What follows belongs to an exercise in optimizing a design on an open flow for small area, a short achievable clock period and few clock cycles per item; a production flow would make more cautious choices. Function was checked by simulation only, so behaviour that the tests miss may differ from the original.

===== design/flow/flow/run.sh =====
#!/bin/bash
set -euo pipefail
export BUFFER_PORTS_ARGS="-buffer_cell sky130_fd_sc_hd__buf_1"
export SETUP_SLACK_MARGIN=5.5
bash standard.sh > standard.log 2>&1

===== design/flow/standard.sh =====
#!/bin/bash
# synth_recipe.tcl (not shown) runs the flow's synth.tcl, then flattens the netlist and writes it again
# the make line also repeats each setting of config.mk as NAME=value (left out here)
make -C /OpenROAD-flow-scripts/flow DESIGN_CONFIG=/design/flow/config.mk WORK_HOME=/design/flow/orfs CLKGATE_MAP_FILE= SYNTH_SCRIPT=/design/flow/synth_recipe.tcl "${@:-finish}"

===== design/flow/config.mk =====
export PLATFORM = sky130hd
export DESIGN_NAME = R_CORDIC_Unit
export DESIGN_NICKNAME = R_CORDIC_Unit
export VERILOG_FILES = /design/flow/design.v
export SDC_FILE = /design/flow/constraint.sdc
export NUM_CORES = 4
export LEC_CHECK = 0
export CAP_MARGIN = 20
export CORE_MARGIN = 2
export CORE_UTILIZATION = 60
export PLACE_DENSITY = 0.7
export SLEW_MARGIN = 20

===== design/flow/constraint.sdc =====
create_clock -name core_clock -period 10.0 [get_ports {clk}]
set_input_delay 2.0000 -clock core_clock [delete_from_list [all_inputs] [get_ports {clk}]]
set_output_delay 2.0000 -clock core_clock [all_outputs]
set_load 0.01 [all_outputs]

===== design/flow/design.v =====
module LUT (
    input      [3:0]  lo_n,     
    input      [3:0]  hi_n,     
    output reg [31:0] value
);
    always @(*) begin
        value = 32'h0;
        if (!hi_n[0] && !lo_n[0]) value = value | 32'h2D000000;   
        if (!hi_n[0] && !lo_n[1]) value = value | 32'h1A90F0F5;   
        if (!hi_n[0] && !lo_n[2]) value = value | 32'h0E0926A5;   
        if (!hi_n[0] && !lo_n[3]) value = value | 32'h072023D0;   
        if (!hi_n[1] && !lo_n[0]) value = value | 32'h03937ABF;   
        if (!hi_n[1] && !lo_n[1]) value = value | 32'h01C95CAD;   
        if (!hi_n[1] && !lo_n[2]) value = value | 32'h00E492E5;   
        if (!hi_n[1] && !lo_n[3]) value = value | 32'h00722D16;   
        if (!hi_n[2] && !lo_n[0]) value = value | 32'h00391D3F;   
        if (!hi_n[2] && !lo_n[1]) value = value | 32'h001CC3DD;   
        if (!hi_n[2] && !lo_n[2]) value = value | 32'h000E2487;   
        if (!hi_n[2] && !lo_n[3]) value = value | 32'h00072290;   
        if (!hi_n[3] && !lo_n[0]) value = value | 32'h0003917C;   
        if (!hi_n[3] && !lo_n[1]) value = value | 32'h0001E66E;   
        if (!hi_n[3] && !lo_n[2]) value = value | 32'h0000E557;   
    end
endmodule
module add_sk (input [31:0] a, input [31:0] b, input cin, output [31:0] s);
  wire [31:0] p = a ^ b;
  wire [31:0] g0 = a & b;
  wire gc0 = g0[0] | (p[0] & cin);
  wire g_0_1 = g0[1] | (p[1] & gc0);
  wire p_0_1 = p[1] & p[0];
  wire g_0_3 = g0[3] | (p[3] & g0[2]);
  wire p_0_3 = p[3] & p[2];
  wire g_0_5 = g0[5] | (p[5] & g0[4]);
  wire p_0_5 = p[5] & p[4];
  wire g_0_7 = g0[7] | (p[7] & g0[6]);
  wire p_0_7 = p[7] & p[6];
  wire g_0_9 = g0[9] | (p[9] & g0[8]);
  wire p_0_9 = p[9] & p[8];
  wire g_0_11 = g0[11] | (p[11] & g0[10]);
  wire p_0_11 = p[11] & p[10];
  wire g_0_13 = g0[13] | (p[13] & g0[12]);
  wire p_0_13 = p[13] & p[12];
  wire g_0_15 = g0[15] | (p[15] & g0[14]);
  wire p_0_15 = p[15] & p[14];
  wire g_0_17 = g0[17] | (p[17] & g0[16]);
  wire p_0_17 = p[17] & p[16];
  wire g_0_19 = g0[19] | (p[19] & g0[18]);
  wire p_0_19 = p[19] & p[18];
  wire g_0_21 = g0[21] | (p[21] & g0[20]);
  wire p_0_21 = p[21] & p[20];
  wire g_0_23 = g0[23] | (p[23] & g0[22]);
  wire p_0_23 = p[23] & p[22];
  wire g_0_25 = g0[25] | (p[25] & g0[24]);
  wire p_0_25 = p[25] & p[24];
  wire g_0_27 = g0[27] | (p[27] & g0[26]);
  wire p_0_27 = p[27] & p[26];
  wire g_0_29 = g0[29] | (p[29] & g0[28]);
  wire p_0_29 = p[29] & p[28];
  wire g_0_31 = g0[31] | (p[31] & g0[30]);
  wire p_0_31 = p[31] & p[30];
  wire g_1_2 = g0[2] | (p[2] & g_0_1);
  wire p_1_2 = p[2] & p_0_1;
  wire g_1_3 = g_0_3 | (p_0_3 & g_0_1);
  wire p_1_3 = p_0_3 & p_0_1;
  wire g_1_6 = g0[6] | (p[6] & g_0_5);
  wire p_1_6 = p[6] & p_0_5;
  wire g_1_7 = g_0_7 | (p_0_7 & g_0_5);
  wire p_1_7 = p_0_7 & p_0_5;
  wire g_1_10 = g0[10] | (p[10] & g_0_9);
  wire p_1_10 = p[10] & p_0_9;
  wire g_1_11 = g_0_11 | (p_0_11 & g_0_9);
  wire p_1_11 = p_0_11 & p_0_9;
  wire g_1_14 = g0[14] | (p[14] & g_0_13);
  wire p_1_14 = p[14] & p_0_13;
  wire g_1_15 = g_0_15 | (p_0_15 & g_0_13);
  wire p_1_15 = p_0_15 & p_0_13;
  wire g_1_18 = g0[18] | (p[18] & g_0_17);
  wire p_1_18 = p[18] & p_0_17;
  wire g_1_19 = g_0_19 | (p_0_19 & g_0_17);
  wire p_1_19 = p_0_19 & p_0_17;
  wire g_1_22 = g0[22] | (p[22] & g_0_21);
  wire p_1_22 = p[22] & p_0_21;
  wire g_1_23 = g_0_23 | (p_0_23 & g_0_21);
  wire p_1_23 = p_0_23 & p_0_21;
  wire g_1_26 = g0[26] | (p[26] & g_0_25);
  wire p_1_26 = p[26] & p_0_25;
  wire g_1_27 = g_0_27 | (p_0_27 & g_0_25);
  wire p_1_27 = p_0_27 & p_0_25;
  wire g_1_30 = g0[30] | (p[30] & g_0_29);
  wire p_1_30 = p[30] & p_0_29;
  wire g_1_31 = g_0_31 | (p_0_31 & g_0_29);
  wire p_1_31 = p_0_31 & p_0_29;
  wire g_2_4 = g0[4] | (p[4] & g_1_3);
  wire p_2_4 = p[4] & p_1_3;
  wire g_2_5 = g_0_5 | (p_0_5 & g_1_3);
  wire p_2_5 = p_0_5 & p_1_3;
  wire g_2_6 = g_1_6 | (p_1_6 & g_1_3);
  wire p_2_6 = p_1_6 & p_1_3;
  wire g_2_7 = g_1_7 | (p_1_7 & g_1_3);
  wire p_2_7 = p_1_7 & p_1_3;
  wire g_2_12 = g0[12] | (p[12] & g_1_11);
  wire p_2_12 = p[12] & p_1_11;
  wire g_2_13 = g_0_13 | (p_0_13 & g_1_11);
  wire p_2_13 = p_0_13 & p_1_11;
  wire g_2_14 = g_1_14 | (p_1_14 & g_1_11);
  wire p_2_14 = p_1_14 & p_1_11;
  wire g_2_15 = g_1_15 | (p_1_15 & g_1_11);
  wire p_2_15 = p_1_15 & p_1_11;
  wire g_2_20 = g0[20] | (p[20] & g_1_19);
  wire p_2_20 = p[20] & p_1_19;
  wire g_2_21 = g_0_21 | (p_0_21 & g_1_19);
  wire p_2_21 = p_0_21 & p_1_19;
  wire g_2_22 = g_1_22 | (p_1_22 & g_1_19);
  wire p_2_22 = p_1_22 & p_1_19;
  wire g_2_23 = g_1_23 | (p_1_23 & g_1_19);
  wire p_2_23 = p_1_23 & p_1_19;
  wire g_2_28 = g0[28] | (p[28] & g_1_27);
  wire p_2_28 = p[28] & p_1_27;
  wire g_2_29 = g_0_29 | (p_0_29 & g_1_27);
  wire p_2_29 = p_0_29 & p_1_27;
  wire g_2_30 = g_1_30 | (p_1_30 & g_1_27);
  wire p_2_30 = p_1_30 & p_1_27;
  wire g_2_31 = g_1_31 | (p_1_31 & g_1_27);
  wire p_2_31 = p_1_31 & p_1_27;
  wire g_3_8 = g0[8] | (p[8] & g_2_7);
  wire p_3_8 = p[8] & p_2_7;
  wire g_3_9 = g_0_9 | (p_0_9 & g_2_7);
  wire p_3_9 = p_0_9 & p_2_7;
  wire g_3_10 = g_1_10 | (p_1_10 & g_2_7);
  wire p_3_10 = p_1_10 & p_2_7;
  wire g_3_11 = g_1_11 | (p_1_11 & g_2_7);
  wire p_3_11 = p_1_11 & p_2_7;
  wire g_3_12 = g_2_12 | (p_2_12 & g_2_7);
  wire p_3_12 = p_2_12 & p_2_7;
  wire g_3_13 = g_2_13 | (p_2_13 & g_2_7);
  wire p_3_13 = p_2_13 & p_2_7;
  wire g_3_14 = g_2_14 | (p_2_14 & g_2_7);
  wire p_3_14 = p_2_14 & p_2_7;
  wire g_3_15 = g_2_15 | (p_2_15 & g_2_7);
  wire p_3_15 = p_2_15 & p_2_7;
  wire g_3_24 = g0[24] | (p[24] & g_2_23);
  wire p_3_24 = p[24] & p_2_23;
  wire g_3_25 = g_0_25 | (p_0_25 & g_2_23);
  wire p_3_25 = p_0_25 & p_2_23;
  wire g_3_26 = g_1_26 | (p_1_26 & g_2_23);
  wire p_3_26 = p_1_26 & p_2_23;
  wire g_3_27 = g_1_27 | (p_1_27 & g_2_23);
  wire p_3_27 = p_1_27 & p_2_23;
  wire g_3_28 = g_2_28 | (p_2_28 & g_2_23);
  wire p_3_28 = p_2_28 & p_2_23;
  wire g_3_29 = g_2_29 | (p_2_29 & g_2_23);
  wire p_3_29 = p_2_29 & p_2_23;
  wire g_3_30 = g_2_30 | (p_2_30 & g_2_23);
  wire p_3_30 = p_2_30 & p_2_23;
  wire g_3_31 = g_2_31 | (p_2_31 & g_2_23);
  wire p_3_31 = p_2_31 & p_2_23;
  wire g_4_16 = g0[16] | (p[16] & g_3_15);
  wire p_4_16 = p[16] & p_3_15;
  wire g_4_17 = g_0_17 | (p_0_17 & g_3_15);
  wire p_4_17 = p_0_17 & p_3_15;
  wire g_4_18 = g_1_18 | (p_1_18 & g_3_15);
  wire p_4_18 = p_1_18 & p_3_15;
  wire g_4_19 = g_1_19 | (p_1_19 & g_3_15);
  wire p_4_19 = p_1_19 & p_3_15;
  wire g_4_20 = g_2_20 | (p_2_20 & g_3_15);
  wire p_4_20 = p_2_20 & p_3_15;
  wire g_4_21 = g_2_21 | (p_2_21 & g_3_15);
  wire p_4_21 = p_2_21 & p_3_15;
  wire g_4_22 = g_2_22 | (p_2_22 & g_3_15);
  wire p_4_22 = p_2_22 & p_3_15;
  wire g_4_23 = g_2_23 | (p_2_23 & g_3_15);
  wire p_4_23 = p_2_23 & p_3_15;
  wire g_4_24 = g_3_24 | (p_3_24 & g_3_15);
  wire p_4_24 = p_3_24 & p_3_15;
  wire g_4_25 = g_3_25 | (p_3_25 & g_3_15);
  wire p_4_25 = p_3_25 & p_3_15;
  wire g_4_26 = g_3_26 | (p_3_26 & g_3_15);
  wire p_4_26 = p_3_26 & p_3_15;
  wire g_4_27 = g_3_27 | (p_3_27 & g_3_15);
  wire p_4_27 = p_3_27 & p_3_15;
  wire g_4_28 = g_3_28 | (p_3_28 & g_3_15);
  wire p_4_28 = p_3_28 & p_3_15;
  wire g_4_29 = g_3_29 | (p_3_29 & g_3_15);
  wire p_4_29 = p_3_29 & p_3_15;
  wire g_4_30 = g_3_30 | (p_3_30 & g_3_15);
  wire p_4_30 = p_3_30 & p_3_15;
  wire g_4_31 = g_3_31 | (p_3_31 & g_3_15);
  wire p_4_31 = p_3_31 & p_3_15;
  assign s = p ^ {g_4_30, g_4_29, g_4_28, g_4_27, g_4_26, g_4_25, g_4_24, g_4_23, g_4_22, g_4_21, g_4_20, g_4_19, g_4_18, g_4_17, g_4_16, g_3_15, g_3_14, g_3_13, g_3_12, g_3_11, g_3_10, g_3_9, g_3_8, g_2_7, g_2_6, g_2_5, g_2_4, g_1_3, g_1_2, g_0_1, gc0, cin};
endmodule
module rsh (
    input  [31:0] d,
    input  [3:0]  lo,
    input  [3:0]  hi,
    output [31:0] q
);
    wire [46:0] de = {{15{d[31]}}, d};
    wire [43:0] t;
    genvar j;
    generate
        for (j = 0; j < 44; j = j + 1) begin : s1
            assign t[j] = (lo[0] & de[j]) | (lo[1] & de[j + 1]) |
                          (lo[2] & de[j + 2]) | (lo[3] & de[j + 3]);
        end
        for (j = 0; j < 32; j = j + 1) begin : s2
            assign q[j] = (hi[0] & t[j]) | (hi[1] & t[j + 4]) |
                          (hi[2] & t[j + 8]) | (hi[3] & t[j + 12]);
        end
    endgenerate
endmodule
module R_CORDIC (
    input  [31:0] x,
    output [31:0] s,
    output [31:0] c,
    output        cin
);
    wire w1 = x[31] ^ ~x[27];
    wire w2 = x[31] & ~x[27];
    wire w3 = ~x[28] ^ x[24];
    wire w4 = ~x[28] & x[24];
    wire w5 = ~x[29] ^ x[25];
    wire w6 = ~x[29] & x[25];
    wire w7 = ~x[30] ^ x[26];
    wire w8 = ~x[30] & x[26];
    wire w9 = ~x[15] ^ ~x[11];
    wire w10 = ~x[15] & ~x[11];
    wire w11 = ~x[16] ^ ~x[12];
    wire w12 = ~x[16] & ~x[12];
    wire w13 = ~x[17] ^ ~x[13];
    wire w14 = ~x[17] & ~x[13];
    wire w15 = ~x[18] ^ ~x[14] ^ x[10];
    wire w16 = (~x[18] & ~x[14]) | (~x[18] & x[10]) | (~x[14] & x[10]);
    wire w17 = x[8] ^ ~x[6];
    wire w18 = x[8] & ~x[6];
    wire w19 = ~x[19] ^ ~x[15] ^ x[11];
    wire w20 = (~x[19] & ~x[15]) | (~x[19] & x[11]) | (~x[15] & x[11]);
    wire w21 = x[9] ^ ~x[7];
    wire w22 = x[9] & ~x[7];
    wire w23 = ~x[20] ^ ~x[16] ^ x[12];
    wire w24 = (~x[20] & ~x[16]) | (~x[20] & x[12]) | (~x[16] & x[12]);
    wire w25 = x[10] ^ ~x[8];
    wire w26 = x[10] & ~x[8];
    wire w27 = ~x[21] ^ ~x[17] ^ x[13];
    wire w28 = (~x[21] & ~x[17]) | (~x[21] & x[13]) | (~x[17] & x[13]);
    wire w29 = x[11] ^ ~x[9] ^ ~x[6];
    wire w30 = (x[11] & ~x[9]) | (x[11] & ~x[6]) | (~x[9] & ~x[6]);
    wire w31 = ~x[22] ^ ~x[18] ^ x[14];
    wire w32 = (~x[22] & ~x[18]) | (~x[22] & x[14]) | (~x[18] & x[14]);
    wire w33 = x[12] ^ ~x[10] ^ ~x[7];
    wire w34 = (x[12] & ~x[10]) | (x[12] & ~x[7]) | (~x[10] & ~x[7]);
    wire w35 = ~x[23] ^ ~x[19] ^ x[15];
    wire w36 = (~x[23] & ~x[19]) | (~x[23] & x[15]) | (~x[19] & x[15]);
    wire w37 = x[13] ^ ~x[11] ^ ~x[8];
    wire w38 = (x[13] & ~x[11]) | (x[13] & ~x[8]) | (~x[11] & ~x[8]);
    wire w39 = ~x[5] ^ x[2];
    wire w40 = ~x[5] & x[2];
    wire w41 = ~x[24] ^ ~x[20] ^ x[16];
    wire w42 = (~x[24] & ~x[20]) | (~x[24] & x[16]) | (~x[20] & x[16]);
    wire w43 = x[14] ^ ~x[12] ^ ~x[9];
    wire w44 = (x[14] & ~x[12]) | (x[14] & ~x[9]) | (~x[12] & ~x[9]);
    wire w45 = ~x[6] ^ x[3] ^ x[1];
    wire w46 = (~x[6] & x[3]) | (~x[6] & x[1]) | (x[3] & x[1]);
    wire w47 = ~x[25] ^ ~x[21] ^ x[17];
    wire w48 = (~x[25] & ~x[21]) | (~x[25] & x[17]) | (~x[21] & x[17]);
    wire w49 = x[15] ^ ~x[13] ^ ~x[10];
    wire w50 = (x[15] & ~x[13]) | (x[15] & ~x[10]) | (~x[13] & ~x[10]);
    wire w51 = ~x[7] ^ x[4] ^ x[2];
    wire w52 = (~x[7] & x[4]) | (~x[7] & x[2]) | (x[4] & x[2]);
    wire w53 = ~x[26] ^ ~x[22] ^ x[18];
    wire w54 = (~x[26] & ~x[22]) | (~x[26] & x[18]) | (~x[22] & x[18]);
    wire w55 = x[16] ^ ~x[14] ^ ~x[11];
    wire w56 = (x[16] & ~x[14]) | (x[16] & ~x[11]) | (~x[14] & ~x[11]);
    wire w57 = ~x[8] ^ x[5] ^ x[3];
    wire w58 = (~x[8] & x[5]) | (~x[8] & x[3]) | (x[5] & x[3]);
    wire w59 = ~x[27] ^ ~x[23] ^ x[19];
    wire w60 = (~x[27] & ~x[23]) | (~x[27] & x[19]) | (~x[23] & x[19]);
    wire w61 = x[17] ^ ~x[15] ^ ~x[12];
    wire w62 = (x[17] & ~x[15]) | (x[17] & ~x[12]) | (~x[15] & ~x[12]);
    wire w63 = ~x[9] ^ x[6] ^ x[4];
    wire w64 = (~x[9] & x[6]) | (~x[9] & x[4]) | (x[6] & x[4]);
    wire w65 = ~x[28] ^ ~x[24] ^ x[20];
    wire w66 = (~x[28] & ~x[24]) | (~x[28] & x[20]) | (~x[24] & x[20]);
    wire w67 = x[18] ^ ~x[16] ^ ~x[13];
    wire w68 = (x[18] & ~x[16]) | (x[18] & ~x[13]) | (~x[16] & ~x[13]);
    wire w69 = ~x[10] ^ x[7] ^ x[5];
    wire w70 = (~x[10] & x[7]) | (~x[10] & x[5]) | (x[7] & x[5]);
    wire w71 = ~x[29] ^ ~x[25] ^ x[21];
    wire w72 = (~x[29] & ~x[25]) | (~x[29] & x[21]) | (~x[25] & x[21]);
    wire w73 = x[19] ^ ~x[17] ^ ~x[14];
    wire w74 = (x[19] & ~x[17]) | (x[19] & ~x[14]) | (~x[17] & ~x[14]);
    wire w75 = ~x[11] ^ x[8] ^ x[6];
    wire w76 = (~x[11] & x[8]) | (~x[11] & x[6]) | (x[8] & x[6]);
    wire w77 = ~x[30] ^ ~x[26] ^ x[22];
    wire w78 = (~x[30] & ~x[26]) | (~x[30] & x[22]) | (~x[26] & x[22]);
    wire w79 = x[20] ^ ~x[18] ^ ~x[15];
    wire w80 = (x[20] & ~x[18]) | (x[20] & ~x[15]) | (~x[18] & ~x[15]);
    wire w81 = ~x[12] ^ x[9] ^ x[7];
    wire w82 = (~x[12] & x[9]) | (~x[12] & x[7]) | (x[9] & x[7]);
    wire w83 = w1 ^ x[23] ^ x[21];
    wire w84 = (w1 & x[23]) | (w1 & x[21]) | (x[23] & x[21]);
    wire w85 = ~x[19] ^ ~x[16] ^ ~x[13];
    wire w86 = (~x[19] & ~x[16]) | (~x[19] & ~x[13]) | (~x[16] & ~x[13]);
    wire w87 = x[10] ^ x[8] ^ 1'b1;
    wire w88 = (x[10] & x[8]) | (x[10] & 1'b1) | (x[8] & 1'b1);
    wire w89 = w3 ^ x[22] ^ ~x[20];
    wire w90 = (w3 & x[22]) | (w3 & ~x[20]) | (x[22] & ~x[20]);
    wire w91 = ~x[17] ^ ~x[14] ^ x[11];
    wire w92 = (~x[17] & ~x[14]) | (~x[17] & x[11]) | (~x[14] & x[11]);
    wire w93 = x[9] ^ 1'b1 ^ w2;
    wire w94 = (x[9] & 1'b1) | (x[9] & w2) | (1'b1 & w2);
    wire w95 = w5 ^ x[23] ^ ~x[21];
    wire w96 = (w5 & x[23]) | (w5 & ~x[21]) | (x[23] & ~x[21]);
    wire w97 = ~x[18] ^ ~x[15] ^ x[12];
    wire w98 = (~x[18] & ~x[15]) | (~x[18] & x[12]) | (~x[15] & x[12]);
    wire w99 = x[10] ^ 1'b1 ^ w4;
    wire w100 = (x[10] & 1'b1) | (x[10] & w4) | (1'b1 & w4);
    wire w101 = w7 ^ x[24] ^ ~x[22];
    wire w102 = (w7 & x[24]) | (w7 & ~x[22]) | (x[24] & ~x[22]);
    wire w103 = ~x[19] ^ ~x[16] ^ x[13];
    wire w104 = (~x[19] & ~x[16]) | (~x[19] & x[13]) | (~x[16] & x[13]);
    wire w105 = x[11] ^ 1'b1 ^ w6;
    wire w106 = (x[11] & 1'b1) | (x[11] & w6) | (1'b1 & w6);
    wire w107 = x[31] ^ x[27] ^ x[25];
    wire w108 = (x[31] & x[27]) | (x[31] & x[25]) | (x[27] & x[25]);
    wire w109 = ~x[23] ^ ~x[20] ^ ~x[17];
    wire w110 = (~x[23] & ~x[20]) | (~x[23] & ~x[17]) | (~x[20] & ~x[17]);
    wire w111 = x[14] ^ x[12] ^ w8;
    wire w112 = (x[14] & x[12]) | (x[14] & w8) | (x[12] & w8);
    wire w113 = x[28] ^ x[26] ^ ~x[24];
    wire w114 = (x[28] & x[26]) | (x[28] & ~x[24]) | (x[26] & ~x[24]);
    wire w115 = ~x[21] ^ ~x[18] ^ x[15];
    wire w116 = (~x[21] & ~x[18]) | (~x[21] & x[15]) | (~x[18] & x[15]);
    wire w117 = x[13] ^ 1'b1;
    wire w118 = x[13] & 1'b1;
    wire w119 = x[29] ^ x[27] ^ ~x[25];
    wire w120 = (x[29] & x[27]) | (x[29] & ~x[25]) | (x[27] & ~x[25]);
    wire w121 = ~x[22] ^ ~x[19] ^ x[16];
    wire w122 = (~x[22] & ~x[19]) | (~x[22] & x[16]) | (~x[19] & x[16]);
    wire w123 = x[14] ^ 1'b1;
    wire w124 = x[14] & 1'b1;
    wire w125 = x[30] ^ x[28] ^ ~x[26];
    wire w126 = (x[30] & x[28]) | (x[30] & ~x[26]) | (x[28] & ~x[26]);
    wire w127 = ~x[23] ^ ~x[20] ^ x[17];
    wire w128 = (~x[23] & ~x[20]) | (~x[23] & x[17]) | (~x[20] & x[17]);
    wire w129 = x[15] ^ 1'b1;
    wire w130 = x[15] & 1'b1;
    wire w131 = ~x[31] ^ x[29] ^ ~x[27];
    wire w132 = (~x[31] & x[29]) | (~x[31] & ~x[27]) | (x[29] & ~x[27]);
    wire w133 = ~x[24] ^ ~x[21] ^ x[18];
    wire w134 = (~x[24] & ~x[21]) | (~x[24] & x[18]) | (~x[21] & x[18]);
    wire w135 = x[30] ^ ~x[28] ^ ~x[25];
    wire w136 = (x[30] & ~x[28]) | (x[30] & ~x[25]) | (~x[28] & ~x[25]);
    wire w137 = ~x[22] ^ x[19];
    wire w138 = ~x[22] & x[19];
    wire w139 = ~x[31] ^ ~x[29] ^ ~x[26];
    wire w140 = (~x[31] & ~x[29]) | (~x[31] & ~x[26]) | (~x[29] & ~x[26]);
    wire w141 = ~x[30] ^ ~x[27];
    wire w142 = ~x[30] & ~x[27];
    wire w143 = ~x[12] ^ ~x[8] ^ x[4];
    wire w144 = (~x[12] & ~x[8]) | (~x[12] & x[4]) | (~x[8] & x[4]);
    wire w145 = ~x[13] ^ ~x[9] ^ x[5];
    wire w146 = (~x[13] & ~x[9]) | (~x[13] & x[5]) | (~x[9] & x[5]);
    wire w147 = ~x[14] ^ ~x[10] ^ x[6];
    wire w148 = (~x[14] & ~x[10]) | (~x[14] & x[6]) | (~x[10] & x[6]);
    wire w149 = w9 ^ x[7] ^ x[5];
    wire w150 = (w9 & x[7]) | (w9 & x[5]) | (x[7] & x[5]);
    wire w151 = ~x[3] ^ ~x[0];
    wire w152 = ~x[3] & ~x[0];
    wire w153 = w11 ^ x[8] ^ x[6];
    wire w154 = (w11 & x[8]) | (w11 & x[6]) | (x[8] & x[6]);
    wire w155 = ~x[4] ^ ~x[1] ^ w10;
    wire w156 = (~x[4] & ~x[1]) | (~x[4] & w10) | (~x[1] & w10);
    wire w157 = w13 ^ x[9] ^ x[7];
    wire w158 = (w13 & x[9]) | (w13 & x[7]) | (x[9] & x[7]);
    wire w159 = ~x[5] ^ ~x[2] ^ w12;
    wire w160 = (~x[5] & ~x[2]) | (~x[5] & w12) | (~x[2] & w12);
    wire w161 = w15 ^ w17 ^ ~x[3];
    wire w162 = (w15 & w17) | (w15 & ~x[3]) | (w17 & ~x[3]);
    wire w163 = ~x[0] ^ 1'b1 ^ w14;
    wire w164 = (~x[0] & 1'b1) | (~x[0] & w14) | (1'b1 & w14);
    wire w165 = w19 ^ w21 ^ ~x[4];
    wire w166 = (w19 & w21) | (w19 & ~x[4]) | (w21 & ~x[4]);
    wire w167 = ~x[1] ^ w16 ^ w18;
    wire w168 = (~x[1] & w16) | (~x[1] & w18) | (w16 & w18);
    wire w169 = w23 ^ w25 ^ ~x[5];
    wire w170 = (w23 & w25) | (w23 & ~x[5]) | (w25 & ~x[5]);
    wire w171 = ~x[2] ^ w20 ^ w22;
    wire w172 = (~x[2] & w20) | (~x[2] & w22) | (w20 & w22);
    wire w173 = w27 ^ w29 ^ ~x[3];
    wire w174 = (w27 & w29) | (w27 & ~x[3]) | (w29 & ~x[3]);
    wire w175 = x[0] ^ w24 ^ w26;
    wire w176 = (x[0] & w24) | (x[0] & w26) | (w24 & w26);
    wire w177 = w31 ^ w33 ^ ~x[4];
    wire w178 = (w31 & w33) | (w31 & ~x[4]) | (w33 & ~x[4]);
    wire w179 = x[1] ^ w28 ^ w30;
    wire w180 = (x[1] & w28) | (x[1] & w30) | (w28 & w30);
    wire w181 = w35 ^ w37 ^ w39;
    wire w182 = (w35 & w37) | (w35 & w39) | (w37 & w39);
    wire w183 = x[0] ^ w32 ^ w34;
    wire w184 = (x[0] & w32) | (x[0] & w34) | (w32 & w34);
    wire w185 = w41 ^ w43 ^ w45;
    wire w186 = (w41 & w43) | (w41 & w45) | (w43 & w45);
    wire w187 = w36 ^ w38 ^ w40;
    wire w188 = (w36 & w38) | (w36 & w40) | (w38 & w40);
    wire w189 = w47 ^ w49 ^ w51;
    wire w190 = (w47 & w49) | (w47 & w51) | (w49 & w51);
    wire w191 = w42 ^ w44 ^ w46;
    wire w192 = (w42 & w44) | (w42 & w46) | (w44 & w46);
    wire w193 = w53 ^ w55 ^ w57;
    wire w194 = (w53 & w55) | (w53 & w57) | (w55 & w57);
    wire w195 = w48 ^ w50 ^ w52;
    wire w196 = (w48 & w50) | (w48 & w52) | (w50 & w52);
    wire w197 = w59 ^ w61 ^ w63;
    wire w198 = (w59 & w61) | (w59 & w63) | (w61 & w63);
    wire w199 = w54 ^ w56 ^ w58;
    wire w200 = (w54 & w56) | (w54 & w58) | (w56 & w58);
    wire w201 = w65 ^ w67 ^ w69;
    wire w202 = (w65 & w67) | (w65 & w69) | (w67 & w69);
    wire w203 = w60 ^ w62 ^ w64;
    wire w204 = (w60 & w62) | (w60 & w64) | (w62 & w64);
    wire w205 = w71 ^ w73 ^ w75;
    wire w206 = (w71 & w73) | (w71 & w75) | (w73 & w75);
    wire w207 = w66 ^ w68 ^ w70;
    wire w208 = (w66 & w68) | (w66 & w70) | (w68 & w70);
    wire w209 = w77 ^ w79 ^ w81;
    wire w210 = (w77 & w79) | (w77 & w81) | (w79 & w81);
    wire w211 = w72 ^ w74 ^ w76;
    wire w212 = (w72 & w74) | (w72 & w76) | (w74 & w76);
    wire w213 = w83 ^ w85 ^ w87;
    wire w214 = (w83 & w85) | (w83 & w87) | (w85 & w87);
    wire w215 = w78 ^ w80 ^ w82;
    wire w216 = (w78 & w80) | (w78 & w82) | (w80 & w82);
    wire w217 = w89 ^ w91 ^ w93;
    wire w218 = (w89 & w91) | (w89 & w93) | (w91 & w93);
    wire w219 = w84 ^ w86 ^ w88;
    wire w220 = (w84 & w86) | (w84 & w88) | (w86 & w88);
    wire w221 = w95 ^ w97 ^ w99;
    wire w222 = (w95 & w97) | (w95 & w99) | (w97 & w99);
    wire w223 = w90 ^ w92 ^ w94;
    wire w224 = (w90 & w92) | (w90 & w94) | (w92 & w94);
    wire w225 = w101 ^ w103 ^ w105;
    wire w226 = (w101 & w103) | (w101 & w105) | (w103 & w105);
    wire w227 = w96 ^ w98 ^ w100;
    wire w228 = (w96 & w98) | (w96 & w100) | (w98 & w100);
    wire w229 = w107 ^ w109 ^ w111;
    wire w230 = (w107 & w109) | (w107 & w111) | (w109 & w111);
    wire w231 = w102 ^ w104 ^ w106;
    wire w232 = (w102 & w104) | (w102 & w106) | (w104 & w106);
    wire w233 = w113 ^ w115 ^ w117;
    wire w234 = (w113 & w115) | (w113 & w117) | (w115 & w117);
    wire w235 = w108 ^ w110 ^ w112;
    wire w236 = (w108 & w110) | (w108 & w112) | (w110 & w112);
    wire w237 = w119 ^ w121 ^ w123;
    wire w238 = (w119 & w121) | (w119 & w123) | (w121 & w123);
    wire w239 = w114 ^ w116 ^ w118;
    wire w240 = (w114 & w116) | (w114 & w118) | (w116 & w118);
    wire w241 = w125 ^ w127 ^ w129;
    wire w242 = (w125 & w127) | (w125 & w129) | (w127 & w129);
    wire w243 = w120 ^ w122 ^ w124;
    wire w244 = (w120 & w122) | (w120 & w124) | (w122 & w124);
    wire w245 = w131 ^ w133 ^ x[16];
    wire w246 = (w131 & w133) | (w131 & x[16]) | (w133 & x[16]);
    wire w247 = w126 ^ w128 ^ w130;
    wire w248 = (w126 & w128) | (w126 & w130) | (w128 & w130);
    wire w249 = w135 ^ w137 ^ x[17];
    wire w250 = (w135 & w137) | (w135 & x[17]) | (w137 & x[17]);
    wire w251 = 1'b1 ^ w132 ^ w134;
    wire w252 = (1'b1 & w132) | (1'b1 & w134) | (w132 & w134);
    wire w253 = w139 ^ ~x[23] ^ x[20];
    wire w254 = (w139 & ~x[23]) | (w139 & x[20]) | (~x[23] & x[20]);
    wire w255 = x[18] ^ w136 ^ w138;
    wire w256 = (x[18] & w136) | (x[18] & w138) | (w136 & w138);
    wire w257 = w141 ^ ~x[24] ^ x[21];
    wire w258 = (w141 & ~x[24]) | (w141 & x[21]) | (~x[24] & x[21]);
    wire w259 = x[19] ^ 1'b1 ^ w140;
    wire w260 = (x[19] & 1'b1) | (x[19] & w140) | (1'b1 & w140);
    wire w261 = x[31] ^ ~x[28] ^ ~x[25];
    wire w262 = (x[31] & ~x[28]) | (x[31] & ~x[25]) | (~x[28] & ~x[25]);
    wire w263 = x[22] ^ x[20] ^ w142;
    wire w264 = (x[22] & x[20]) | (x[22] & w142) | (x[20] & w142);
    wire w265 = ~x[29] ^ ~x[26] ^ x[23];
    wire w266 = (~x[29] & ~x[26]) | (~x[29] & x[23]) | (~x[26] & x[23]);
    wire w267 = x[21] ^ 1'b1;
    wire w268 = x[21] & 1'b1;
    wire w269 = ~x[30] ^ ~x[27] ^ x[24];
    wire w270 = (~x[30] & ~x[27]) | (~x[30] & x[24]) | (~x[27] & x[24]);
    wire w271 = x[22] ^ 1'b1;
    wire w272 = x[22] & 1'b1;
    wire w273 = x[31] ^ ~x[28] ^ x[25];
    wire w274 = (x[31] & ~x[28]) | (x[31] & x[25]) | (~x[28] & x[25]);
    wire w275 = ~x[29] ^ x[26];
    wire w276 = ~x[29] & x[26];
    wire w277 = ~x[30] ^ x[27];
    wire w278 = ~x[30] & x[27];
    wire w279 = ~x[10] ^ ~x[6];
    wire w280 = ~x[10] & ~x[6];
    wire w281 = ~x[11] ^ ~x[7] ^ x[3];
    wire w282 = (~x[11] & ~x[7]) | (~x[11] & x[3]) | (~x[7] & x[3]);
    wire w283 = w143 ^ x[2] ^ ~x[0];
    wire w284 = (w143 & x[2]) | (w143 & ~x[0]) | (x[2] & ~x[0]);
    wire w285 = w145 ^ x[3] ^ ~x[1];
    wire w286 = (w145 & x[3]) | (w145 & ~x[1]) | (x[3] & ~x[1]);
    wire w287 = w147 ^ x[4] ^ ~x[2];
    wire w288 = (w147 & x[4]) | (w147 & ~x[2]) | (x[4] & ~x[2]);
    wire w289 = w149 ^ w151 ^ 1'b1;
    wire w290 = (w149 & w151) | (w149 & 1'b1) | (w151 & 1'b1);
    wire w291 = w153 ^ w155 ^ w150;
    wire w292 = (w153 & w155) | (w153 & w150) | (w155 & w150);
    wire w293 = w157 ^ w159 ^ w154;
    wire w294 = (w157 & w159) | (w157 & w154) | (w159 & w154);
    wire w295 = w161 ^ w163 ^ w158;
    wire w296 = (w161 & w163) | (w161 & w158) | (w163 & w158);
    wire w297 = w165 ^ w167 ^ w162;
    wire w298 = (w165 & w167) | (w165 & w162) | (w167 & w162);
    wire w299 = w169 ^ w171 ^ w166;
    wire w300 = (w169 & w171) | (w169 & w166) | (w171 & w166);
    wire w301 = w173 ^ w175 ^ w170;
    wire w302 = (w173 & w175) | (w173 & w170) | (w175 & w170);
    wire w303 = w177 ^ w179 ^ w174;
    wire w304 = (w177 & w179) | (w177 & w174) | (w179 & w174);
    wire w305 = w181 ^ w183 ^ w178;
    wire w306 = (w181 & w183) | (w181 & w178) | (w183 & w178);
    wire w307 = w185 ^ w187 ^ w182;
    wire w308 = (w185 & w187) | (w185 & w182) | (w187 & w182);
    wire w309 = w189 ^ w191 ^ w186;
    wire w310 = (w189 & w191) | (w189 & w186) | (w191 & w186);
    wire w311 = w193 ^ w195 ^ w190;
    wire w312 = (w193 & w195) | (w193 & w190) | (w195 & w190);
    wire w313 = w197 ^ w199 ^ w194;
    wire w314 = (w197 & w199) | (w197 & w194) | (w199 & w194);
    wire w315 = w201 ^ w203 ^ w198;
    wire w316 = (w201 & w203) | (w201 & w198) | (w203 & w198);
    wire w317 = w205 ^ w207 ^ w202;
    wire w318 = (w205 & w207) | (w205 & w202) | (w207 & w202);
    wire w319 = w209 ^ w211 ^ w206;
    wire w320 = (w209 & w211) | (w209 & w206) | (w211 & w206);
    wire w321 = w213 ^ w215 ^ w210;
    wire w322 = (w213 & w215) | (w213 & w210) | (w215 & w210);
    wire w323 = w217 ^ w219 ^ w214;
    wire w324 = (w217 & w219) | (w217 & w214) | (w219 & w214);
    wire w325 = w221 ^ w223 ^ w218;
    wire w326 = (w221 & w223) | (w221 & w218) | (w223 & w218);
    wire w327 = w225 ^ w227 ^ w222;
    wire w328 = (w225 & w227) | (w225 & w222) | (w227 & w222);
    wire w329 = w229 ^ w231 ^ w226;
    wire w330 = (w229 & w231) | (w229 & w226) | (w231 & w226);
    wire w331 = w233 ^ w235 ^ w230;
    wire w332 = (w233 & w235) | (w233 & w230) | (w235 & w230);
    wire w333 = w237 ^ w239 ^ w234;
    wire w334 = (w237 & w239) | (w237 & w234) | (w239 & w234);
    wire w335 = w241 ^ w243 ^ w238;
    wire w336 = (w241 & w243) | (w241 & w238) | (w243 & w238);
    wire w337 = w245 ^ w247 ^ w242;
    wire w338 = (w245 & w247) | (w245 & w242) | (w247 & w242);
    wire w339 = w249 ^ w251 ^ w246;
    wire w340 = (w249 & w251) | (w249 & w246) | (w251 & w246);
    wire w341 = w253 ^ w255 ^ w250;
    wire w342 = (w253 & w255) | (w253 & w250) | (w255 & w250);
    wire w343 = w257 ^ w259 ^ w254;
    wire w344 = (w257 & w259) | (w257 & w254) | (w259 & w254);
    wire w345 = w261 ^ w263 ^ w258;
    wire w346 = (w261 & w263) | (w261 & w258) | (w263 & w258);
    wire w347 = w265 ^ w267 ^ w262;
    wire w348 = (w265 & w267) | (w265 & w262) | (w267 & w262);
    wire w349 = w269 ^ w271 ^ w266;
    wire w350 = (w269 & w271) | (w269 & w266) | (w271 & w266);
    wire w351 = w273 ^ x[23] ^ w270;
    wire w352 = (w273 & x[23]) | (w273 & w270) | (x[23] & w270);
    wire w353 = w275 ^ x[24] ^ 1'b1;
    wire w354 = (w275 & x[24]) | (w275 & 1'b1) | (x[24] & 1'b1);
    wire w355 = w277 ^ x[25] ^ 1'b1;
    wire w356 = (w277 & x[25]) | (w277 & 1'b1) | (x[25] & 1'b1);
    wire w357 = x[31] ^ x[28] ^ x[26];
    wire w358 = (x[31] & x[28]) | (x[31] & x[26]) | (x[28] & x[26]);
    wire w359 = x[29] ^ x[27];
    wire w360 = x[29] & x[27];
    wire w361 = x[30] ^ x[28];
    wire w362 = x[30] & x[28];
    wire w363 = ~x[4] ^ ~x[0];
    wire w364 = ~x[4] & ~x[0];
    wire w365 = ~x[5] ^ ~x[1];
    wire w366 = ~x[5] & ~x[1];
    wire w367 = ~x[6] ^ ~x[2];
    wire w368 = ~x[6] & ~x[2];
    wire w369 = ~x[7] ^ ~x[3];
    wire w370 = ~x[7] & ~x[3];
    wire w371 = ~x[8] ^ ~x[4] ^ x[0];
    wire w372 = (~x[8] & ~x[4]) | (~x[8] & x[0]) | (~x[4] & x[0]);
    wire w373 = ~x[9] ^ ~x[5] ^ x[1];
    wire w374 = (~x[9] & ~x[5]) | (~x[9] & x[1]) | (~x[5] & x[1]);
    wire w375 = w279 ^ x[2] ^ x[0];
    wire w376 = (w279 & x[2]) | (w279 & x[0]) | (x[2] & x[0]);
    wire w377 = w281 ^ x[1] ^ w280;
    wire w378 = (w281 & x[1]) | (w281 & w280) | (x[1] & w280);
    wire w379 = w283 ^ 1'b1 ^ w282;
    wire w380 = (w283 & 1'b1) | (w283 & w282) | (1'b1 & w282);
    wire w381 = w285 ^ w144 ^ w284;
    wire w382 = (w285 & w144) | (w285 & w284) | (w144 & w284);
    wire w383 = w287 ^ w146 ^ w286;
    wire w384 = (w287 & w146) | (w287 & w286) | (w146 & w286);
    wire w385 = w289 ^ w148 ^ w288;
    wire w386 = (w289 & w148) | (w289 & w288) | (w148 & w288);
    wire w387 = w291 ^ w152 ^ w290;
    wire w388 = (w291 & w152) | (w291 & w290) | (w152 & w290);
    wire w389 = w293 ^ w156 ^ w292;
    wire w390 = (w293 & w156) | (w293 & w292) | (w156 & w292);
    wire w391 = w295 ^ w160 ^ w294;
    wire w392 = (w295 & w160) | (w295 & w294) | (w160 & w294);
    wire w393 = w297 ^ w164 ^ w296;
    wire w394 = (w297 & w164) | (w297 & w296) | (w164 & w296);
    wire w395 = w299 ^ w168 ^ w298;
    wire w396 = (w299 & w168) | (w299 & w298) | (w168 & w298);
    wire w397 = w301 ^ w172 ^ w300;
    wire w398 = (w301 & w172) | (w301 & w300) | (w172 & w300);
    wire w399 = w303 ^ w176 ^ w302;
    wire w400 = (w303 & w176) | (w303 & w302) | (w176 & w302);
    wire w401 = w305 ^ w180 ^ w304;
    wire w402 = (w305 & w180) | (w305 & w304) | (w180 & w304);
    wire w403 = w307 ^ w184 ^ w306;
    wire w404 = (w307 & w184) | (w307 & w306) | (w184 & w306);
    wire w405 = w309 ^ w188 ^ w308;
    wire w406 = (w309 & w188) | (w309 & w308) | (w188 & w308);
    wire w407 = w311 ^ w192 ^ w310;
    wire w408 = (w311 & w192) | (w311 & w310) | (w192 & w310);
    wire w409 = w313 ^ w196 ^ w312;
    wire w410 = (w313 & w196) | (w313 & w312) | (w196 & w312);
    wire w411 = w315 ^ w200 ^ w314;
    wire w412 = (w315 & w200) | (w315 & w314) | (w200 & w314);
    wire w413 = w317 ^ w204 ^ w316;
    wire w414 = (w317 & w204) | (w317 & w316) | (w204 & w316);
    wire w415 = w319 ^ w208 ^ w318;
    wire w416 = (w319 & w208) | (w319 & w318) | (w208 & w318);
    wire w417 = w321 ^ w212 ^ w320;
    wire w418 = (w321 & w212) | (w321 & w320) | (w212 & w320);
    wire w419 = w323 ^ w216 ^ w322;
    wire w420 = (w323 & w216) | (w323 & w322) | (w216 & w322);
    wire w421 = w325 ^ w220 ^ w324;
    wire w422 = (w325 & w220) | (w325 & w324) | (w220 & w324);
    wire w423 = w327 ^ w224 ^ w326;
    wire w424 = (w327 & w224) | (w327 & w326) | (w224 & w326);
    wire w425 = w329 ^ w228 ^ w328;
    wire w426 = (w329 & w228) | (w329 & w328) | (w228 & w328);
    wire w427 = w331 ^ w232 ^ w330;
    wire w428 = (w331 & w232) | (w331 & w330) | (w232 & w330);
    wire w429 = w333 ^ w236 ^ w332;
    wire w430 = (w333 & w236) | (w333 & w332) | (w236 & w332);
    wire w431 = w335 ^ w240 ^ w334;
    wire w432 = (w335 & w240) | (w335 & w334) | (w240 & w334);
    wire w433 = w337 ^ w244 ^ w336;
    wire w434 = (w337 & w244) | (w337 & w336) | (w244 & w336);
    wire w435 = w339 ^ w248 ^ w338;
    wire w436 = (w339 & w248) | (w339 & w338) | (w248 & w338);
    wire w437 = w341 ^ w252 ^ w340;
    wire w438 = (w341 & w252) | (w341 & w340) | (w252 & w340);
    wire w439 = w343 ^ w256 ^ w342;
    wire w440 = (w343 & w256) | (w343 & w342) | (w256 & w342);
    wire w441 = w345 ^ w260 ^ w344;
    wire w442 = (w345 & w260) | (w345 & w344) | (w260 & w344);
    wire w443 = w347 ^ w264 ^ w346;
    wire w444 = (w347 & w264) | (w347 & w346) | (w264 & w346);
    wire w445 = w349 ^ w268 ^ w348;
    wire w446 = (w349 & w268) | (w349 & w348) | (w268 & w348);
    wire w447 = w351 ^ w272 ^ w350;
    wire w448 = (w351 & w272) | (w351 & w350) | (w272 & w350);
    wire w449 = w353 ^ w274 ^ w352;
    wire w450 = (w353 & w274) | (w353 & w352) | (w274 & w352);
    wire w451 = w355 ^ w276 ^ w354;
    wire w452 = (w355 & w276) | (w355 & w354) | (w276 & w354);
    wire w453 = w357 ^ w278 ^ w356;
    wire w454 = (w357 & w278) | (w357 & w356) | (w278 & w356);
    wire w455 = w359 ^ 1'b1 ^ w358;
    wire w456 = (w359 & 1'b1) | (w359 & w358) | (1'b1 & w358);
    wire w457 = w361 ^ 1'b1 ^ w360;
    wire w458 = (w361 & 1'b1) | (w361 & w360) | (1'b1 & w360);
    wire w459 = ~x[31] ^ x[29] ^ w362;
    wire w460 = (~x[31] & x[29]) | (~x[31] & w362) | (x[29] & w362);
    wire w461 = x[30] ^ 1'b1;
    wire w462 = x[30] & 1'b1;
    wire [23:0] la = {w401, w399, w397, w395, w393, w391, w389, w387, w385, w383, w381, w379, w377, w375, w373, w371, w369, w367, w365, w363, ~x[3], ~x[2], ~x[1], ~x[0]};
    wire [23:0] lb = {w400, w398, w396, w394, w392, w390, w388, w386, w384, w382, w380, w378, w376, w374, w372, w370, w368, w366, w364, 1'b1, 1'b0, 1'b0, 1'b0, 1'b1};
    wire [23:0] lg = la & lb;
    wire [23:0] lp = la | lb;
    wire cg1 = lg[1] | (lp[1] & lg[0]);
    wire cp1 = lp[1] & lp[0];
    wire cg2 = lg[3] | (lp[3] & lg[2]);
    wire cp2 = lp[3] & lp[2];
    wire cg3 = lg[5] | (lp[5] & lg[4]);
    wire cp3 = lp[5] & lp[4];
    wire cg4 = lg[7] | (lp[7] & lg[6]);
    wire cp4 = lp[7] & lp[6];
    wire cg5 = lg[9] | (lp[9] & lg[8]);
    wire cp5 = lp[9] & lp[8];
    wire cg6 = lg[11] | (lp[11] & lg[10]);
    wire cp6 = lp[11] & lp[10];
    wire cg7 = lg[13] | (lp[13] & lg[12]);
    wire cp7 = lp[13] & lp[12];
    wire cg8 = lg[15] | (lp[15] & lg[14]);
    wire cp8 = lp[15] & lp[14];
    wire cg9 = lg[17] | (lp[17] & lg[16]);
    wire cp9 = lp[17] & lp[16];
    wire cg10 = lg[19] | (lp[19] & lg[18]);
    wire cp10 = lp[19] & lp[18];
    wire cg11 = lg[21] | (lp[21] & lg[20]);
    wire cp11 = lp[21] & lp[20];
    wire cg12 = lg[23] | (lp[23] & lg[22]);
    wire cp12 = lp[23] & lp[22];
    wire cg13 = cg2 | (cp2 & cg1);
    wire cp13 = cp2 & cp1;
    wire cg14 = cg4 | (cp4 & cg3);
    wire cp14 = cp4 & cp3;
    wire cg15 = cg6 | (cp6 & cg5);
    wire cp15 = cp6 & cp5;
    wire cg16 = cg8 | (cp8 & cg7);
    wire cp16 = cp8 & cp7;
    wire cg17 = cg10 | (cp10 & cg9);
    wire cp17 = cp10 & cp9;
    wire cg18 = cg12 | (cp12 & cg11);
    wire cp18 = cp12 & cp11;
    wire cg19 = cg14 | (cp14 & cg13);
    wire cp19 = cp14 & cp13;
    wire cg20 = cg16 | (cp16 & cg15);
    wire cp20 = cp16 & cp15;
    wire cg21 = cg18 | (cp18 & cg17);
    wire cp21 = cp18 & cp17;
    wire cg22 = cg20 | (cp20 & cg19);
    wire cp22 = cp20 & cp19;
    wire cg23 = cg21 | (cp21 & cg22);
    wire cp23 = cp21 & cp22;
    assign cin = cg23;
    assign s = {1'b1, ~x[31], w461, w459, w457, w455, w453, w451, w449, w447, w445, w443, w441, w439, w437, w435, w433, w431, w429, w427, w425, w423, w421, w419, w417, w415, w413, w411, w409, w407, w405, w403};
    assign c = {1'b0, w462, w460, w458, w456, w454, w452, w450, w448, w446, w444, w442, w440, w438, w436, w434, w432, w430, w428, w426, w424, w422, w420, w418, w416, w414, w412, w410, w408, w406, w404, w402};
endmodule
module R_CORDIC_Unit (
    input signed [31:0]      i_data_1,
    input signed [31:0]      i_data_2,
    input signed [31:0]      angle,
    input                    en,
    input                    rst,
    input                    clk,
    output signed [31:0]     o_data_1,
    output signed [31:0]     o_data_2,
    output                   done_flag
);
    reg        busy, done;
    reg  [4:0] cnt;
    reg signed [31:0] bx, by, ba;
    reg               bc;
    reg        [3:0]  sxl, sxh;    
    reg        [3:0]  syl, syh;    
    reg        [3:0]  tl_n, th_n;  
    reg               fin;     
    reg               hold;    
    reg               sgx;     
    reg               sgy_n;   
    reg               sga_n;   
    wire m1 = cnt == 5'd15;
    wire m2 = cnt == 5'd16;
    wire m3 = cnt == 5'd17;
    wire [4:0]  cnt_n = en ? 5'd0 : busy ? cnt + 5'd1 : cnt;
    wire        fin_n  = !en && busy && (m1 || m2);
    wire        hold_n = !en && busy && m2;
    wire [31:0] t;
    LUT lut (.lo_n(tl_n), .hi_n(th_n), .value(t));
    wire cinx = sgx | (fin & bc);
    wire [31:0] sx, sy;
    rsh rsh_x (.d(bx), .lo(sxl), .hi(sxh), .q(sx));
    rsh rsh_y (.d(by), .lo(syl), .hi(syh), .q(sy));
    wire [31:0] nx, ny, na;
    add_sk add_x (.a(bx), .b(sy ^ {32{sgx}}),   .cin(cinx),  .s(nx));
    add_sk add_y (.a(by), .b(sx ^ {32{sgy_n}}), .cin(sgy_n), .s(ny));
    add_sk add_a (.a(ba), .b(t  ^ {32{sga_n}}), .cin(sga_n), .s(na));
    wire [31:0] ks, kc;
    wire        kci;
    R_CORDIC gain (.x(ba), .s(ks), .c(kc), .cin(kci));
    wire [31:0] ba_n = en ? angle : m1 ? by : (m2 || cnt == 5'd14) ? nx : na;
    wire        sg_n = en ? angle[31] : na[31];
    always @(posedge clk or posedge rst) begin
        if (rst) begin
            busy <= 1'b0;
            done <= 1'b0;
            cnt  <= 5'd0;
        end else begin
            done <= busy && m3;
            cnt  <= cnt_n;
            if (en)
                busy <= 1'b1;
            else if (m3)
                busy <= 1'b0;
        end
    end
    always @(posedge clk) begin
        bc    <= kci;
        fin   <= fin_n;
        hold  <= hold_n;
        sxl   <= 4'd1 << cnt_n[1:0];
        sxh   <= 4'd1 << cnt_n[3:2];
        syl   <= fin_n ? 4'd1 : 4'd1 << cnt_n[1:0];
        syh   <= fin_n ? 4'd1 : 4'd1 << cnt_n[3:2];
        tl_n  <= fin_n ? 4'b0111 : ~(4'd1 << cnt_n[1:0]);
        th_n  <= fin_n ? 4'b0111 : ~(4'd1 << cnt_n[3:2]);
        sgx   <= sg_n & ~fin_n;
        sgy_n <= ~sg_n;
        sga_n <= ~(sg_n | hold_n);
        ba    <= ba_n;
        if (en) begin
            bx <= i_data_1;
            by <= i_data_2;
        end else if (m1 | m2) begin
            bx <= ks;
            by <= kc;
        end else begin
            bx <= nx;
            by <= ny;
        end
    end
    assign o_data_1  = ba;
    assign o_data_2  = bx;
    assign done_flag = done;
endmodule

==> results.py, run 1 <==
metrics = {
    "outcome": {
        "status": "timing/DRC/antenna clean",
    },
    "clocking": {
        "cts_buffers": 17,
        "cts-root-buf": "clkbuf_16",
        "insertion_delay_ns": 0.46,
        "htree_levels": 4,
        "cts_hold_buf": 0,
        "cts_buffer_depth": 2,
        "cts.sinks": 132,
        "cts_tree": "done",
        "clk_pin_slew_ns": 0.08,
    },
    "logic_synthesis": {
        "synth-edff-count": 0,
        "async_flop_share_pct": 5.303,
        "netlist_top_cells_area": "fa_1, dfxtp_1, ha_1",
        "yosys.cell_types.count": 75,
        "yosys.area_share.simple_pct": 10.62,
        "syn_inst": 2098,
        "synthesis.area_sq_mm": 0.01791,
        "synth_xor_area_share_pct": 7.871,
        "synth_compound_area_share_pct": 24.26,
        "synth-adder-area-share_pct": 32.70,
        "synth_top_family_by_area": "adder cells",
        "ys_warn_count": 2,
        "syn-num-nets": 2539,
        "yosysMostFrequentCell": "inv_1",
        "avgSynthCellArea_sq_um": 8.539,
        "synth_mux_area_share_pct": 1.830,
        "synth_top_area_share_pct": 22.91,
        "synthFlopType": "dfxtp_1",
        "synth_top_area_cell": "fa_1",
        "synthTopCellsByCount": "inv_1, fa_1, nand2_1",
        "synth_seq_cells": 132,
        "synth-seq-area-share_pct": 14.95,
    },
    "grt": {
        "grt_pass1_wl_mm": 99.15,
        "first_global_vias": 16410,
        "grt_max_degree": 101,
        "overflow": 0,
        "grt_use_total_pct": 42.99,
        "antenna_found_initial": 0,
    },
    "sta": {
        "fin_crit_ns": 4.454,
        "rsz0062_at_grt": "true",
        "final.setup.worst_slack_ns": 5.546,
        "clock_skew_ns": 0.01862,
        "fmaxAchievable_ghz": 0.2245,
        "worst_pin_slew_ns": 1.050,
        "timing.final.crit_share_pct": 44.54,
        "final-setup-viol-count": 0,
        "hold_viol": 0,
        "fin_tns_setup_ns": 0,
        "slew_headroom_pct": 29.45,
        "drv_slew": 0,
    },
    "setup_path": {
        "cp-end-kind": "register",
        "cp_data_required_time_ns": 10.34,
        "critical_path_class": "reg -> reg",
        "startpoint_type": "register",
        "path_max_fanout": 17,
        "arrival_ns": 4.79,
        "reg2reg_depth": 14,
    },
    "floorplan": {
        "die_area_sq_mm": 0.03126,
        "rows": 63,
        "start_util_pct": 60.77,
        "core_sq_mm": 0.02948,
        "die_y_um": 176.8,
        "die_x_um": 176.8,
        "io_pins": 164,
    },
    "place": {
        "place_area_sq_mm": 0.01869,
        "io_buffers": 163,
        "place.gp.congestion": 0.9930,
        "dp_hpwl_mm": 52.13,
        "preCtsSetupSlack_ns": 4.984,
    },
    "hold_path": {
        "hp-class": "reg -> reg",
        "hold_depth": 2,
    },
    "route": {
        "wl_mm": 67.09,
        "drt_iter0_drc": 2361,
        "routed-via-count": 17280,
        "post-route-drc-count": 0,
        "drtAntennaViolNets": 0,
        "wire_per_inst_um": 25.93,
        "routed_via_density": 6.679,
        "dr.pass1.iters": 8,
    },
    "flow_run": {
        "maxCapViolations": 0,
    },
    "finish": {
        "fin_nets": 2625,
        "drive_gt1_share_pct": 5.735,
        "syn2layout_area_growth_pct": 8.675,
        "diodes": 0,
        "design_area_sq_mm": 0.01947,
        "fill_cells": 2570,
    },
}
-- registers in the layout (all words and copies together), names as in the netlist --
register and count:
fin 1, sxh 4, done 1, ba 32, tl_n 4, bx 32
sxl 4, sgy_n 1, sga_n 1, sgx 1, by 32, cnt 5
syh 4, busy 1, syl 4, th_n 4, bc 1
-- critical path, stage by stage (launching register included) --
cell and delay, ns:
dfxtp_2 0.52, a21oi_1 0.11, or3_1 0.40, nor3_1 0.38, xnor2_1 0.12, ha_1 0.37
a21oi_1 0.20, o21ai_1 0.15, a221oi_2 0.33, o21ai_1 0.13, or3_1 0.52, and3_4 0.26
a2111oi_2 0.46, a21oi_1 0.08, a221o_1 0.33
-- per-stage QoR --
stage	utilization, %	hold WS, ns	std cells
floorplan	-	0.5120	2098
global placement	63.39	0.5423	2546
detailed placement	63.39	0.5430	2546
CTS	65.43	0.5533	2578
global route	66.04	0.6144	2587
finish	66.04	0.5540	2587
-- cell type report --
cell class | count | area, sq um | area share [%]
multi-input cells | 1603 | 13930 | 71.57
clock buffers | 18 | 439.2 | 2.256
inverters | 238 | 904.6 | 4.647
clock inverters | 14 | 141.4 | 0.7262
well taps | 390 | 488.0 | 2.506
flip-flops and latches | 132 | 2725 | 14.00
repair buffers | 192 | 837.1 | 4.299
-- layer usage --
metal	vias to the layer above	global-route usage [%]	routed length (um)
met3	213	9.085	6817
met4	0	25.41	4499
met2	1181	67.55	30410
li1	7519	-	-
met1	8366	54.75	25360
met5	-	0	0
-- layout by cell type (no fill, tap or decap), types with 26 or more instances in the layout --
cell type / netlist / final
a21o_1: 29 / 29
inv_1: 237 / 234
mux2i_1: 26 / 26
fa_1: 205 / 205
nor3_1: 26 / 26
ha_1: 137 / 136
o21ai_0: 93 / 89
a21oi_1: 141 / 140
a22o_1: 30 / 30
buf_1: 11 / 162
buf_4: 6 / 28
dfxtp_1: 125 / 99
a221oi_1: 38 / 37
xor2_1: 48 / 47
xnor2_1: 113 / 113
nor2_1: 102 / 101
nand2_1: 198 / 198
a22oi_1: 142 / 142
-- kinds of logic (layout without fill, tap and decap cells) --
group           count (synthesis)  after routing
flops                         132            132
fa+ha+maj                     346            346
xor+xnor                      161            161
buf+inv                       363            462
mux                            31             31
simple gates                  428            428
compound gates                637            637
-- final timing paths --
path / to / start / slack [ns]
worst max register to register: ba[31] / th_n[2] / 5.55
worst max-delay path: ba[31] / th_n[2] / 5.55
min in group asynchronous: cnt[0] / rst / 1.49
max in group asynchronous: cnt[1] / rst / 8.29
worst min-delay path: cnt[4] / cnt[4] / 0.55
worst min register to register: cnt[4] / cnt[4] / 0.55
-- timing repair --
action | CTS | global route
endpoints found under the hold margin | 0 | 0
pin swaps | 0 | 5
buffers inserted | 0 | 9
gates resized for setup | 12 | 39
endpoints found under the setup margin | 40 | 42
Testbench counts, summed over its fixed seeds: cycles 9,736, items 512.
==> run 2, diff against run 1 <==
==> design/flow/flow/run.sh (replaced) <==
#!/bin/bash
set -euo pipefail
export BUFFER_PORTS_ARGS="-buffer_cell sky130_fd_sc_hd__buf_1"
export SETUP_SLACK_MARGIN=6
bash standard.sh > standard.log 2>&1
==> run 2 against run 1 <==
Against the previous run:
- fmax up 7.2%
- largest cell class unchanged
- hold slack worse by 0.0033 ns
- synthesized cell count unchanged
- first-iteration DRC count down 1.1%
- highest routed layer unchanged
- via count up 3.1%
- register-to-register slack better by 0.30 ns
- still clean on timing, DRC and antenna
- core utilization up 4.7 points
- area after synthesis unchanged
- non-clock buffer count up 76
- clock skew down 0.0012 ns
==> results.py, run 2 <==
metrics = {
    "clocking": {
        "cts_buffers": 17,
        "htree_levels": 4,
        "clk_pin_slew_ns": 0.07,
        "insertion_delay_ns": 0.47,
        "cts.sinks": 132,
        "cts_hold_buf": 0,
        "cts_tree": "done",
        "cts_buffer_depth": 2,
        "cts-root-buf": "clkbuf_16",
    },
    "sta": {
        "worst_pin_slew_ns": 1.201,
        "fin_tns_setup_ns": 0,
        "fin_crit_ns": 4.154,
        "hold_viol": 0,
        "holdWs_ns": 0.5507,
        "final.setup.worst_slack_ns": 5.846,
        "slew_headroom_pct": 19.32,
        "drv_slew": 0,
        "timing.final.crit_share_pct": 41.54,
        "fmaxAchievable_ghz": 0.2407,
        "final-setup-viol-count": 0,
        "clock_skew_ns": 0.01738,
        "rsz0062_at_grt": "true",
    },
    "logic_synthesis": {
        "yosys.area_share.simple_pct": 10.62,
        "synth-adder-area-share_pct": 32.70,
        "synth_top_area_cell": "fa_1",
        "ys_warn_count": 2,
        "synth_mux_area_share_pct": 1.830,
        "netlist_top_cells_area": "fa_1, dfxtp_1, ha_1",
        "async_flop_share_pct": 5.303,
        "synthesis.area_sq_mm": 0.01791,
        "synth-seq-area-share_pct": 14.95,
        "synthFlopType": "dfxtp_1",
        "synth_top_area_share_pct": 22.91,
        "synth_top_family_by_area": "adder cells",
        "synth_compound_area_share_pct": 24.26,
        "yosysMostFrequentCell": "inv_1",
        "yosys.cell_types.count": 75,
        "synth-edff-count": 0,
        "synth_seq_cells": 132,
        "syn-num-nets": 2539,
        "synth_xor_area_share_pct": 7.871,
        "avgSynthCellArea_sq_um": 8.539,
        "syn_inst": 2098,
        "synthTopCellsByCount": "inv_1, fa_1, nand2_1",
    },
    "finish": {
        "reg.largest.list": "ba: 32 flops, bx: 32 flops, by: 32 flops",
        "syn2layout_area_growth_pct": 16.34,
        "layout_commonest_cell": "inv_1",
        "fin_nets": 2701,
        "design_area_sq_mm": 0.02084,
        "final_cell_mix": "inv_1, fa_1, nand2_1",
        "drive_gt1_share_pct": 14.69,
        "final_core_util_pct": 70.69,
        "fin_cells": 2663,
        "diodes": 0,
    },
    "setup_path": {
        "path_max_fanout": 32,
        "cp-end-kind": "register",
        "critical_path_class": "reg -> reg",
        "regToRegSetupSlack_ns": 5.85,
        "regToRegEndpoint": "bx[29]",
        "reg2reg_depth": 19,
        "cp_data_required_time_ns": 10.35,
        "arrival_ns": 4.51,
        "critPathCapture": "bx[29]",
        "startpoint_type": "register",
        "r2r_start": "syl[0]",
        "crit_start": "syl[0]",
    },
    "grt": {
        "overflow": 0,
        "grt_pass1_wl_mm": 102.9,
        "antenna_found_initial": 0,
        "grt_max_degree": 87,
        "first_global_vias": 17040,
        "grt_use_total_pct": 44.45,
    },
    "route": {
        "post-route-drc-count": 0,
        "routed_via_density": 6.693,
        "wl_mm": 69.77,
        "routed-via-count": 17820,
        "dr.pass1.iters": 9,
        "drtAntennaViolNets": 0,
        "drt_iter0_drc": 2334,
        "wire_per_inst_um": 26.20,
    },
    "floorplan": {
        "start_util_pct": 60.77,
        "rows": 63,
        "die_x_um": 176.8,
        "die_y_um": 176.8,
        "core_sq_mm": 0.02948,
        "io_pins": 164,
        "die_area_sq_mm": 0.03126,
    },
    "place": {
        "dpl.cell_count": 2544,
        "io_buffers": 163,
        "dp_hpwl_mm": 52.63,
        "place.gp.congestion": 0.9941,
        "preCtsSetupSlack_ns": 5.272,
        "place_area_sq_mm": 0.01868,
    },
    "hold_path": {
        "hp-start": "cnt[4]",
        "hp-class": "reg -> reg",
    },
    "outcome": {
        "status": "timing/DRC/antenna clean",
    },
    "flow_run": {
        "maxCapViolations": 0,
    },
}
run 2: changes by cell type in the layout (fill, tap and decap cells not counted), sizes merged:
cell,delta
inv,-16
clkinv,+2
buf,+73
clkinvlp,+12
bufbuf,+1
bufinv,+1
clkbuf,+3
run 2: layout make-up:
type / instances / area [sq um]
multi-input combinational: 1603 / 14500
clock buffer: 19 / 442.9
fill: 2471 / 8640
sequential: 132 / 2799
inverter: 238 / 957.2
clock inverter: 13 / 150.1
tap: 390 / 488.0
timing repair buffer: 268 / 1508
run 2: worst max-delay path, cell delays in order (launching register included):
cell	delay [ns]
dfxtp_1	0.32
buf_6	0.19
a22oi_2	0.21
nand2_2	0.12
a22oi_2	0.15
nand2_2	0.10
xnor2_2	0.16
fa_2	0.42
fa_2	0.43
nor2b_4	0.15
o2111ai_4	0.16
a31oi_4	0.28
a21o_1	0.22
buf_6	0.13
a31oi_4	0.11
buf_4	0.18
o21bai_4	0.15
xnor2_2	0.17
a21oi_2	0.09
mux2_4	0.28
run 2: layer usage:
metal | vias to the layer above | global-route usage (%) | routed length (um)
li1 | 7677 | - | -
met2 | 1296 | 66.80 | 30610
met3 | 275 | 10.74 | 7751
met1 | 8575 | 56.96 | 26050
met5 | - | 0 | 0
met4 | 0 | 29.75 | 5358
run 2: how the worst min path moves through the flow:
stage / end / slack, ns / cells past startpoint
CTS: cnt[4] / 0.55 / 2
finish: cnt[4] / 0.55 / 2
global route: cnt[4] / 0.62 / 2
floorplan: ba[12] / 0.51 / 2
global placement: cnt[4] / 0.54 / 2
detailed placement: cnt[4] / 0.54 / 2
run 2: repair_timing:
item / 4_1_cts / 5_1_grt
cloned: 1 / 2
gates resized for setup: 115 / 117
endpoints found under the hold margin: 0 / 0
setup endpoints to repair: 76 / 69
buffers inserted: 36 / 48
pin swaps: 21 / 46
run 2: kinds of logic (layout without fill, tap and decap cells):
group	Yosys count	count (layout)
muxes	31	31
adders and majority gates	346	346
DFF	132	132
buffers and inverters	363	538
and+or+nand+nor	428	428
xor gates and xnor gates	161	161
AOI/OAI and AO/OA	637	637

afterwards: timing with drivers on the ports:
The flow's constraints put no driver on any port. The routed layouts listed below were extracted and timed again, unchanged, in two steps. Step 1 assumes that a clkbuf_16 drives the clock port and a buf_2 every other input. Step 2 times the ports against the registers' clock, not the clock port: input delays grow and output delays shrink by t, the midpoint of the rising clock arrivals with the driver on. Three values: no drivers, after step 1, after step 2; two values: the first two.
run | shift t [ns] | setup slack, ns | slew at the worst register clock pin (ns)
run 1 | 0.506 | 5.546 / 5.546 / 5.546 | 0.08 / 0.08
run 2 | 0.516 | 5.846 / 5.846 / 5.531 | 0.08 / 0.08
After both steps every run listed still meets setup and hold. For run 2, which loses most, drivers alone change the setup slack by 0.000 ns; drivers and shift together by -0.315 ns.
